What follows belongs to an exercise in optimizing a design on an open flow for small area; a production flow would make more cautious choices.
The RTL was checked by simulation tests, not by an equivalence proof against the original design.
Power and IR drop assume default switching activity.

==> inputs of 05-16 <==
==> flow/design.v <==
`timescale 1ns / 1ps
module vga(clk,rst_n,key_tick,yidong,disp_rgb,hsync,vsync,flag);
input       clk;
input       rst_n;
input       key_tick;
input [4:0] yidong;
input [0:0] flag;
output[11:0] disp_rgb;
output      hsync,
            vsync;
reg [4:0] hq;                            
reg [5:0] hr;                            
reg [3:0] vq;                            
reg [5:0] vr;                            
reg [3:0] cc, cr;                        
reg [3:0] ou, ot;                        
reg [99:0] o;                            
reg [99:0] k;                            
reg        over;
reg        xh;                           
reg        yg, yb;                       
reg [2:0]  dat;                          
function ge_h; input [4:0] q; input [5:0] r; input integer p;
  ge_h = (q > p/40) || (q == p/40 && r >= p%40);
endfunction
function ge_v; input [3:0] q; input [5:0] r; input integer p;
  ge_v = (q > p/40) || (q == p/40 && r >= p%40);
endfunction
function in_h; input [4:0] q; input [5:0] r; input integer lo; input integer hi;
  in_h = ge_h(q, r, lo) && !ge_h(q, r, hi+1);
endfunction
function in_v; input [3:0] q; input [5:0] r; input integer lo; input integer hi;
  in_v = ge_v(q, r, lo) && !ge_v(q, r, hi+1);
endfunction
wire h_end  = (hq == 5'd14) && (hr == 6'd19);      
wire hr_end = (hr == 6'd39);
always @(posedge clk) begin
  if (!rst_n) begin
    hq <= 5'd14; hr <= 6'd20;                       
    vq <= 4'd11; vr <= 6'd15;                       
  end else begin
    if (hr_end) begin
      hr <= 6'd0;
      hq <= (hq == 5'd19) ? 5'd0 : hq + 5'd1;
    end else
      hr <= hr + 6'd1;
    if (h_end) begin
      if (vq == 4'd13 && vr == 6'd4) begin
        vq <= 4'd0; vr <= 6'd0;
      end else if (vr == 6'd39) begin
        vr <= 6'd0; vq <= vq + 4'd1;
      end else
        vr <= vr + 6'd1;
    end
  end
end
wire brow = (vq <= 4'd9);                           
wire bcol = (hq <= 5'd9);
wire inb  = brow && bcol;
wire sh = brow && ((bcol && hr_end) ||
                   (hq >= 5'd15 && !(ot == vq && ou == 4'd0)));
always @(posedge clk) begin
  if (!rst_n) begin
    ou <= 4'd0; ot <= 4'd0;
  end else if (sh) begin
    if (ou == 4'd9) begin
      ou <= 4'd0;
      ot <= (ot == 4'd9) ? 4'd0 : ot + 4'd1;
    end else
      ou <= ou + 4'd1;
  end
end
wire       bu = (cc < ou);
wire [3:0] pu = bu ? cc + 4'd10 - ou : cc - ou;
wire [3:0] pt = (cr < ot + bu) ? cr + 4'd10 - ot - bu : cr - ot - bu;
wire key   = rst_n && key_tick;
wire place = key && (yidong == 5'b10000);
always @(posedge clk) begin
  if (!rst_n) begin
    cc <= 4'd0; cr <= 4'd0;
  end else if (key_tick) begin
    case (yidong)
      5'b00100: cc <= (cc == 4'd0) ? 4'd9 : cc - 4'd1;
      5'b01000: cc <= (cc == 4'd9) ? 4'd0 : cc + 4'd1;
      5'b00001: cr <= (cr == 4'd0) ? 4'd9 : cr - 4'd1;
      5'b00010: cr <= (cr == 4'd9) ? 4'd0 : cr + 4'd1;
      default: ;
    endcase
  end
end
wire [9:0] selu, selt;
genvar gi;
generate
  for (gi = 0; gi < 10; gi = gi + 1) begin : g_sel
    assign selu[gi] = (pu == gi);
    assign selt[gi] = place && (pt == gi);
  end
endgenerate
wire [99:0] n;                           
wire [99:0] u;                           
generate
  for (gi = 0; gi < 100; gi = gi + 1) begin : g_cell
    assign n[gi] = o[gi] | (selt[gi/10] & selu[gi%10]);
    assign u[gi] = o[gi] ? k[gi] : flag[0];
  end
endgenerate
always @(posedge clk) begin
  if (!rst_n)
    o <= 100'd0;
  else
    o <= sh ? {n[0], n[99:1]} : n;
  k <= sh ? {u[0], u[99:1]} : u;
end
wire s1_h = &{o[0], o[1], o[2], o[3], o[4]}     && &{k[0], k[1], k[2], k[3], k[4]};
wire s0_h = &{o[0], o[1], o[2], o[3], o[4]}     && ~|{k[0], k[1], k[2], k[3], k[4]};
wire s1_v = &{o[0], o[10], o[20], o[30], o[40]} && &{k[0], k[10], k[20], k[30], k[40]};
wire s0_v = &{o[0], o[10], o[20], o[30], o[40]} && ~|{k[0], k[10], k[20], k[30], k[40]};
wire s1_d = &{o[0], o[11], o[22], o[33], o[44]} && &{k[0], k[11], k[22], k[33], k[44]};
wire s0_d = &{o[0], o[11], o[22], o[33], o[44]} && ~|{k[0], k[11], k[22], k[33], k[44]};
wire s1_e = &{o[0], o[9], o[18], o[27], o[36]}  && &{k[0], k[9], k[18], k[27], k[36]};
wire s0_e = &{o[0], o[9], o[18], o[27], o[36]}  && ~|{k[0], k[9], k[18], k[27], k[36]};
wire ok_h = (hq <= 5'd5);
wire ok_v = (vq <= 4'd5);
wire ok_e = (hq >= 5'd4);
wire win = (ok_h && (s1_h || s0_h)) ||
           (ok_v && (s1_v || s0_v)) ||
           (ok_h && ok_v && (s1_d || s0_d)) ||
           (ok_e && ok_v && (s1_e || s0_e));
always @(posedge clk) begin
  if (!rst_n)
    over <= 1'b0;
  else if (inb && win)
    over <= 1'b1;
end
wire [4:0] adx = (hr >= 6'd20) ? hr - 6'd20 : 6'd20 - hr;
wire [4:0] ady = (vr >= 6'd20) ? vr - 6'd20 : 6'd20 - vr;
wire disc = ({5'd0, adx}*adx + {5'd0, ady}*ady) <= 10'd400;
wire hit   = inb && disc && (pu == 4'd0) && (pt == 4'd0);
wire stone = inb && disc && o[0];
always @(posedge clk) begin
  xh <= hit;
  if (!hit) begin
    yg <= !(stone && k[0]);
    yb <= !(stone && !k[0]);
  end
end
wire vgrid = (hr == 6'd21) && bcol;
wire vd = (in_h(hq, hr, 782, 799) || in_h(hq, hr, 0, 420)) && !vgrid;
wire hgrid = (vr == 6'd20) && brow;
wire hd = (in_v(vq, vr, 506, 524) || in_v(vq, vr, 0, 419)) && !hgrid;
wire zh = in_h(hq, hr, 21, 41) || in_h(hq, hr, 81, 101) || in_h(hq, hr, 141, 161) ||
          in_h(hq, hr, 201, 221) || in_h(hq, hr, 261, 281) || in_h(hq, hr, 341, 361);
wire zon = (zh && in_v(vq, vr, 130, 290)) ||
           (in_h(hq, hr, 41, 161) && in_v(vq, vr, 270, 290)) ||
           (in_h(hq, hr, 281, 341) && in_v(vq, vr, 130, 150));
always @(posedge clk) begin
  if (over)
    dat <= {!zon, 1'b1, !zon};
  else
    dat <= {vd && hd && !xh, vd && hd && yg, vd && hd && yb};
end
wire hact = in_h(hq, hr, 723, 799) || in_h(hq, hr, 0, 562);
wire vact = in_v(vq, vr, 490, 524) || in_v(vq, vr, 0, 443);
wire act  = hact && vact;
assign disp_rgb = act ? {{4{dat[2]}}, {4{dat[1]}}, {4{dat[0]}}} : 12'h000;
assign hsync = !in_h(hq, hr, 580, 675);
assign vsync = !in_v(vq, vr, 455, 456);
endmodule
==> flow/run.sh <==
#!/bin/bash
# synth_recipe.tcl (not shown) runs the flow's synth.tcl, then flattens the netlist and writes it again
# the make line also repeats each setting of config.mk as NAME=value (left out here)
make -C /OpenROAD-flow-scripts/flow DESIGN_CONFIG=/design/flow/config.mk WORK_HOME=/design/flow/orfs CLKGATE_MAP_FILE= SYNTH_SCRIPT=/design/flow/synth_recipe.tcl finish
==> flow/config.mk <==
export PLATFORM = sky130hd
export DESIGN_NAME = vga
export DESIGN_NICKNAME = vga
export VERILOG_FILES = /design/flow/design.v
export SDC_FILE = /design/flow/constraint.sdc
export NUM_CORES = 8
export LEC_CHECK = 0
export CAP_MARGIN = 20
export CORE_MARGIN = 2
export CORE_UTILIZATION = 40
export SLEW_MARGIN = 20
==> flow/constraint.sdc <==
create_clock -name core_clock -period 40.0 [get_ports {clk}]
set_input_delay 8.0000 -clock core_clock [delete_from_list [all_inputs] [get_ports {clk}]]
set_output_delay 8.0000 -clock core_clock [all_outputs]
set_load 0.01 [all_outputs]
==> 09-24 (differences from 05-16) <==
--- a/flow/design.v
+++ b/flow/design.v
@@ -15,5 +15,5 @@
 reg [3:0] cc, cr;                        
-reg [3:0] ou, ot;                        
-reg [99:0] o;                            
-reg [99:0] k;                            
+reg [3:0] pu, pt;                        
+wire [99:0] o;                           
+wire [99:0] k;                           
 reg        over;
@@ -60,19 +60,13 @@
 wire sh = brow && ((bcol && hr_end) ||
-                   (hq >= 5'd15 && !(ot == vq && ou == 4'd0)));
-always @(posedge clk) begin
-  if (!rst_n) begin
-    ou <= 4'd0; ot <= 4'd0;
-  end else if (sh) begin
-    if (ou == 4'd9) begin
-      ou <= 4'd0;
-      ot <= (ot == 4'd9) ? 4'd0 : ot + 4'd1;
-    end else
-      ou <= ou + 4'd1;
-  end
-end
-wire       bu = (cc < ou);
-wire [3:0] pu = bu ? cc + 4'd10 - ou : cc - ou;
-wire [3:0] pt = (cr < ot + bu) ? cr + 4'd10 - ot - bu : cr - ot - bu;
+                   (hq >= 5'd15 && hr < 6'd18 && vr != 6'd0));
 wire key   = rst_n && key_tick;
 wire place = key && (yidong == 5'b10000);
+wire mv_l = key && (yidong == 5'b00100);
+wire mv_r = key && (yidong == 5'b01000);
+wire mv_u = key && (yidong == 5'b00001);
+wire mv_d = key && (yidong == 5'b00010);
+wire wl = (cc == 4'd0);
+wire wr = (cc == 4'd9);
+wire wu = (cr == 4'd0);
+wire wd = (cr == 4'd9);
 always @(posedge clk) begin
@@ -80,10 +74,22 @@
     cc <= 4'd0; cr <= 4'd0;
-  end else if (key_tick) begin
-    case (yidong)
-      5'b00100: cc <= (cc == 4'd0) ? 4'd9 : cc - 4'd1;
-      5'b01000: cc <= (cc == 4'd9) ? 4'd0 : cc + 4'd1;
-      5'b00001: cr <= (cr == 4'd0) ? 4'd9 : cr - 4'd1;
-      5'b00010: cr <= (cr == 4'd9) ? 4'd0 : cr + 4'd1;
-      default: ;
-    endcase
+  end else begin
+    if (mv_l) cc <= wl ? 4'd9 : cc - 4'd1;
+    if (mv_r) cc <= wr ? 4'd0 : cc + 4'd1;
+    if (mv_u) cr <= wu ? 4'd9 : cr - 4'd1;
+    if (mv_d) cr <= wd ? 4'd0 : cr + 4'd1;
+  end
+end
+wire [4:0] su = {1'b0, pu} + (mv_r ? 5'd1 : 5'd0) - (mv_l ? 5'd1 : 5'd0) - (sh ? 5'd1 : 5'd0);
+wire       cu_n = su[4];                 
+wire       cu_p = !su[4] && (su[3:0] >= 4'd10);
+wire [3:0] pu_n = cu_n ? su[3:0] + 4'd10 : cu_p ? su[3:0] - 4'd10 : su[3:0];
+wire [4:0] st = {1'b0, pt} + ((mv_d || (mv_l && wl)) ? 5'd1 : 5'd0)
+                           - ((mv_u || (mv_r && wr)) ? 5'd1 : 5'd0)
+                           + (cu_p ? 5'd1 : 5'd0) - (cu_n ? 5'd1 : 5'd0);
+wire [3:0] pt_n = st[4] ? st[3:0] + 4'd10 : (st[3:0] >= 4'd10) ? st[3:0] - 4'd10 : st[3:0];
+always @(posedge clk) begin
+  if (!rst_n) begin
+    pu <= 4'd0; pt <= 4'd0;
+  end else begin
+    pu <= pu_n; pt <= pt_n;
   end
@@ -98,17 +104,16 @@
 endgenerate
-wire [99:0] n;                           
-wire [99:0] u;                           
+wire rst   = !rst_n;
+wire shn   = !sh;
+wire flagn = !flag[0];
+wire [99:0] kb;                          
+wire [19:0] nb0, u0;                     
+assign k = ~kb;
 generate
-  for (gi = 0; gi < 100; gi = gi + 1) begin : g_cell
-    assign n[gi] = o[gi] | (selt[gi/10] & selu[gi%10]);
-    assign u[gi] = o[gi] ? k[gi] : flag[0];
+  for (gi = 0; gi < 20; gi = gi + 1) begin : g_blk
+    vga_ring5 u_blk(.clk(clk), .rst(rst), .sh(sh), .shn(shn),
+                    .we_t(selt[gi/2]), .we_u(selu[(gi%2)*5 +: 5]), .flagn(flagn),
+                    .nb_nx(nb0[(gi+1)%20]), .u_nx(u0[(gi+1)%20]),
+                    .o(o[gi*5 +: 5]), .kb(kb[gi*5 +: 5]), .nb0(nb0[gi]), .u0(u0[gi]));
   end
 endgenerate
-always @(posedge clk) begin
-  if (!rst_n)
-    o <= 100'd0;
-  else
-    o <= sh ? {n[0], n[99:1]} : n;
-  k <= sh ? {u[0], u[99:1]} : u;
-end
 wire s1_h = &{o[0], o[1], o[2], o[3], o[4]}     && &{k[0], k[1], k[2], k[3], k[4]};
@@ -136,3 +141,30 @@
 wire [4:0] ady = (vr >= 6'd20) ? vr - 6'd20 : 6'd20 - vr;
-wire disc = ({5'd0, adx}*adx + {5'd0, ady}*ady) <= 10'd400;
+reg [4:0] wmax;
+always @(*) begin
+  case (ady)
+    5'd0: wmax = 5'd20;
+    5'd1: wmax = 5'd19;
+    5'd2: wmax = 5'd19;
+    5'd3: wmax = 5'd19;
+    5'd4: wmax = 5'd19;
+    5'd5: wmax = 5'd19;
+    5'd6: wmax = 5'd19;
+    5'd7: wmax = 5'd18;
+    5'd8: wmax = 5'd18;
+    5'd9: wmax = 5'd17;
+    5'd10: wmax = 5'd17;
+    5'd11: wmax = 5'd16;
+    5'd12: wmax = 5'd16;
+    5'd13: wmax = 5'd15;
+    5'd14: wmax = 5'd14;
+    5'd15: wmax = 5'd13;
+    5'd16: wmax = 5'd12;
+    5'd17: wmax = 5'd10;
+    5'd18: wmax = 5'd8;
+    5'd19: wmax = 5'd6;
+    5'd20: wmax = 5'd0;
+    default: wmax = 5'd0;
+  endcase
+end
+wire disc = (ady <= 5'd20) && (adx <= wmax);
 wire hit   = inb && disc && (pu == 4'd0) && (pt == 4'd0);
@@ -168 +200,24 @@
 endmodule
+module vga_ring5(clk, rst, sh, shn, we_t, we_u, flagn, nb_nx, u_nx, o, kb, nb0, u0);
+input        clk, rst, sh, shn, we_t, flagn, nb_nx, u_nx;
+input  [4:0] we_u;
+output [4:0] o, kb;
+output       nb0, u0;
+reg    [4:0] o, kb;
+wire   [5:0] nb, u;
+assign nb[5] = nb_nx;
+assign u[5]  = u_nx;
+assign nb0   = nb[0];
+assign u0    = u[0];
+genvar i;
+generate
+  for (i = 0; i < 5; i = i + 1) begin : g_pos
+    assign nb[i] = !(o[i] | (we_t & we_u[i]));
+    assign u[i]  = !(o[i] ? kb[i] : flagn);
+    always @(posedge clk) begin
+      o[i]  <= !((sh & nb[i+1]) | (shn & nb[i]) | rst);
+      kb[i] <= !((sh & u[i+1]) | (shn & u[i]));
+    end
+  end
+endgenerate
+endmodule
--- a/flow/config.mk
+++ b/flow/config.mk
@@ -9,3 +9,8 @@
 export CORE_MARGIN = 2
-export CORE_UTILIZATION = 40
+export CORE_UTILIZATION = 65
+export CTS_BUF_LIST = sky130_fd_sc_hd__clkbuf_8
+export CTS_CLUSTER_DIAMETER = 60
+export CTS_CLUSTER_SIZE = 14
 export SLEW_MARGIN = 20
+export SYNTH_HIERARCHICAL = 1
+export SYNTH_MINIMUM_KEEP_SIZE = 0
==> 09-27 (differences from 05-16) <==
--- a/flow/design.v
+++ b/flow/design.v
@@ -15,5 +15,5 @@
 reg [3:0] cc, cr;                        
-reg [3:0] ou, ot;                        
-reg [99:0] o;                            
-reg [99:0] k;                            
+reg [3:0] pu, pt;                        
+wire [99:0] o;                           
+wire [99:0] k;                           
 reg        over;
@@ -60,19 +60,13 @@
 wire sh = brow && ((bcol && hr_end) ||
-                   (hq >= 5'd15 && !(ot == vq && ou == 4'd0)));
-always @(posedge clk) begin
-  if (!rst_n) begin
-    ou <= 4'd0; ot <= 4'd0;
-  end else if (sh) begin
-    if (ou == 4'd9) begin
-      ou <= 4'd0;
-      ot <= (ot == 4'd9) ? 4'd0 : ot + 4'd1;
-    end else
-      ou <= ou + 4'd1;
-  end
-end
-wire       bu = (cc < ou);
-wire [3:0] pu = bu ? cc + 4'd10 - ou : cc - ou;
-wire [3:0] pt = (cr < ot + bu) ? cr + 4'd10 - ot - bu : cr - ot - bu;
+                   (hq >= 5'd15 && hr < 6'd18 && vr != 6'd0));
 wire key   = rst_n && key_tick;
 wire place = key && (yidong == 5'b10000);
+wire mv_l = key && (yidong == 5'b00100);
+wire mv_r = key && (yidong == 5'b01000);
+wire mv_u = key && (yidong == 5'b00001);
+wire mv_d = key && (yidong == 5'b00010);
+wire wl = (cc == 4'd0);
+wire wr = (cc == 4'd9);
+wire wu = (cr == 4'd0);
+wire wd = (cr == 4'd9);
 always @(posedge clk) begin
@@ -80,10 +74,22 @@
     cc <= 4'd0; cr <= 4'd0;
-  end else if (key_tick) begin
-    case (yidong)
-      5'b00100: cc <= (cc == 4'd0) ? 4'd9 : cc - 4'd1;
-      5'b01000: cc <= (cc == 4'd9) ? 4'd0 : cc + 4'd1;
-      5'b00001: cr <= (cr == 4'd0) ? 4'd9 : cr - 4'd1;
-      5'b00010: cr <= (cr == 4'd9) ? 4'd0 : cr + 4'd1;
-      default: ;
-    endcase
+  end else begin
+    if (mv_l) cc <= wl ? 4'd9 : cc - 4'd1;
+    if (mv_r) cc <= wr ? 4'd0 : cc + 4'd1;
+    if (mv_u) cr <= wu ? 4'd9 : cr - 4'd1;
+    if (mv_d) cr <= wd ? 4'd0 : cr + 4'd1;
+  end
+end
+wire [4:0] su = {1'b0, pu} + (mv_r ? 5'd1 : 5'd0) - (mv_l ? 5'd1 : 5'd0) - (sh ? 5'd1 : 5'd0);
+wire       cu_n = su[4];                 
+wire       cu_p = !su[4] && (su[3:0] >= 4'd10);
+wire [3:0] pu_n = cu_n ? su[3:0] + 4'd10 : cu_p ? su[3:0] - 4'd10 : su[3:0];
+wire [4:0] st = {1'b0, pt} + ((mv_d || (mv_l && wl)) ? 5'd1 : 5'd0)
+                           - ((mv_u || (mv_r && wr)) ? 5'd1 : 5'd0)
+                           + (cu_p ? 5'd1 : 5'd0) - (cu_n ? 5'd1 : 5'd0);
+wire [3:0] pt_n = st[4] ? st[3:0] + 4'd10 : (st[3:0] >= 4'd10) ? st[3:0] - 4'd10 : st[3:0];
+always @(posedge clk) begin
+  if (!rst_n) begin
+    pu <= 4'd0; pt <= 4'd0;
+  end else begin
+    pu <= pu_n; pt <= pt_n;
   end
@@ -98,17 +104,16 @@
 endgenerate
-wire [99:0] n;                           
-wire [99:0] u;                           
+wire rst   = !rst_n;
+wire shn   = !sh;
+wire flagn = !flag[0];
+wire [99:0] kb;                          
+wire [19:0] nb0, u0;                     
+assign k = ~kb;
 generate
-  for (gi = 0; gi < 100; gi = gi + 1) begin : g_cell
-    assign n[gi] = o[gi] | (selt[gi/10] & selu[gi%10]);
-    assign u[gi] = o[gi] ? k[gi] : flag[0];
+  for (gi = 0; gi < 20; gi = gi + 1) begin : g_blk
+    vga_ring5 u_blk(.clk(clk), .rst(rst), .sh(sh), .shn(shn),
+                    .we_t(selt[gi/2]), .we_u(selu[(gi%2)*5 +: 5]), .flagn(flagn),
+                    .nb_nx(nb0[(gi+1)%20]), .u_nx(u0[(gi+1)%20]),
+                    .o(o[gi*5 +: 5]), .kb(kb[gi*5 +: 5]), .nb0(nb0[gi]), .u0(u0[gi]));
   end
 endgenerate
-always @(posedge clk) begin
-  if (!rst_n)
-    o <= 100'd0;
-  else
-    o <= sh ? {n[0], n[99:1]} : n;
-  k <= sh ? {u[0], u[99:1]} : u;
-end
 wire s1_h = &{o[0], o[1], o[2], o[3], o[4]}     && &{k[0], k[1], k[2], k[3], k[4]};
@@ -136,3 +141,30 @@
 wire [4:0] ady = (vr >= 6'd20) ? vr - 6'd20 : 6'd20 - vr;
-wire disc = ({5'd0, adx}*adx + {5'd0, ady}*ady) <= 10'd400;
+reg [4:0] wmax;
+always @(*) begin
+  case (ady)
+    5'd0: wmax = 5'd20;
+    5'd1: wmax = 5'd19;
+    5'd2: wmax = 5'd19;
+    5'd3: wmax = 5'd19;
+    5'd4: wmax = 5'd19;
+    5'd5: wmax = 5'd19;
+    5'd6: wmax = 5'd19;
+    5'd7: wmax = 5'd18;
+    5'd8: wmax = 5'd18;
+    5'd9: wmax = 5'd17;
+    5'd10: wmax = 5'd17;
+    5'd11: wmax = 5'd16;
+    5'd12: wmax = 5'd16;
+    5'd13: wmax = 5'd15;
+    5'd14: wmax = 5'd14;
+    5'd15: wmax = 5'd13;
+    5'd16: wmax = 5'd12;
+    5'd17: wmax = 5'd10;
+    5'd18: wmax = 5'd8;
+    5'd19: wmax = 5'd6;
+    5'd20: wmax = 5'd0;
+    default: wmax = 5'd0;
+  endcase
+end
+wire disc = (ady <= 5'd20) && (adx <= wmax);
 wire hit   = inb && disc && (pu == 4'd0) && (pt == 4'd0);
@@ -168 +200,24 @@
 endmodule
+module vga_ring5(clk, rst, sh, shn, we_t, we_u, flagn, nb_nx, u_nx, o, kb, nb0, u0);
+input        clk, rst, sh, shn, we_t, flagn, nb_nx, u_nx;
+input  [4:0] we_u;
+output [4:0] o, kb;
+output       nb0, u0;
+reg    [4:0] o, kb;
+wire   [5:0] nb, u;
+assign nb[5] = nb_nx;
+assign u[5]  = u_nx;
+assign nb0   = nb[0];
+assign u0    = u[0];
+genvar i;
+generate
+  for (i = 0; i < 5; i = i + 1) begin : g_pos
+    assign nb[i] = !(o[i] | (we_t & we_u[i]));
+    assign u[i]  = !(o[i] ? kb[i] : flagn);
+    always @(posedge clk) begin
+      o[i]  <= !((sh & nb[i+1]) | (shn & nb[i]) | rst);
+      kb[i] <= !((sh & u[i+1]) | (shn & u[i]));
+    end
+  end
+endgenerate
+endmodule
--- a/flow/config.mk
+++ b/flow/config.mk
@@ -11 +11,3 @@
 export SLEW_MARGIN = 20
+export SYNTH_HIERARCHICAL = 1
+export SYNTH_MINIMUM_KEEP_SIZE = 0
==> run notes <==
quantity                                                                         09-24                    09-27                    05-16
Clock-pin transition on the worst setup and hold timing paths                  0.09 ns                  0.06 ns                  0.06 ns
Drt pass-1 iters                                                                     6                        5                        5
Met1 Usage GRT                                                                   39.6%                    26.3%                    25.9%
Total nets after synthesis                                                       1,272                    1,272                    1,962
Share of Yosys cell area claimed by the top area cell type                       40.9%                    40.9%                    33.5%
Starting density of the core                                                     66.8%                    40.5%                    40.6%
Simple-gate area share of the yosys netlist                                      9.67%                    9.67%                    28.1%
Worst reg2reg startpoint                                                         hq[0]                    hq[0]                    vr[0]
Number of sequential cells in the layout                                           240                      240                      244
Relative contribution of combinational cells to total power                      20.6%                    16.3%                     6.7%
Vias per cell                                                                     6.82                     6.01                     5.79
Worst-case setup slack after placement                                        26.23 ns                 26.76 ns                 28.94 ns
Number of nets in the finished design                                            1,258                    1,263                    1,897
Share of cell area taken by multi-input logic gates                              51.0%                    48.0%                    55.6%
Remaining max-slew budget at the tightest pin                                    19.9%                    27.0%                    26.0%
Status                                                         complete, no violations  complete, no violations  complete, no violations
Maximum fanout count along the critical path                                        19                       19                       10
Hold Startpoint                                                                     yb                       yg                       xh
Fraction of power consumed by the clock network                                  28.0%                    42.9%                    46.3%
Worst-case hold slack                                                         0.493 ns                 0.447 ns                 0.425 ns
Final routed wire length divided by cell count                                 19.5 um                  18.3 um                  16.5 um
Combinational cell power                                                      0.102 mW                 0.102 mW                0.0364 mW
Proportion of cell area spent on the clock network                               3.04%                    7.40%                    5.75%
Final wirelength                                                             27,800 um                29,400 um                37,400 um
TritonCTS Buffers                                                                   22                       27                       28

[static timing again, ports no longer ideal]
In the flow no input, the clock included, has a driving cell. The finished layouts below were timed again as built, in two steps. Step 1, drivers: a clkbuf_16 drives clk and a buf_2 each remaining input, both assumed. Step 2 adds t to the input delays and takes it off the output delays; t is the mean of the earliest and latest rising clock arrival at the registers after step 1. Input paths then give back, and output paths get back, about the clock's delay inside the block. a / b / c = no drivers / after step 1 / after step 2; a / b = the first two.
run | t (ns) | setup slack, ns | cell pins on the clock port's net
05-16 | 0.599 | 28.597 / 28.543 / 28.911 | 1
09-24 | 0.595 | 26.779 / 26.799 / 26.204 | 1
09-27 | 0.599 | 27.316 / 27.340 / 26.742 | 1
After both steps setup and hold are still met in every run listed. For 09-24, which loses most, drivers alone change the setup slack by +0.020 ns; drivers and shift together by -0.575 ns.
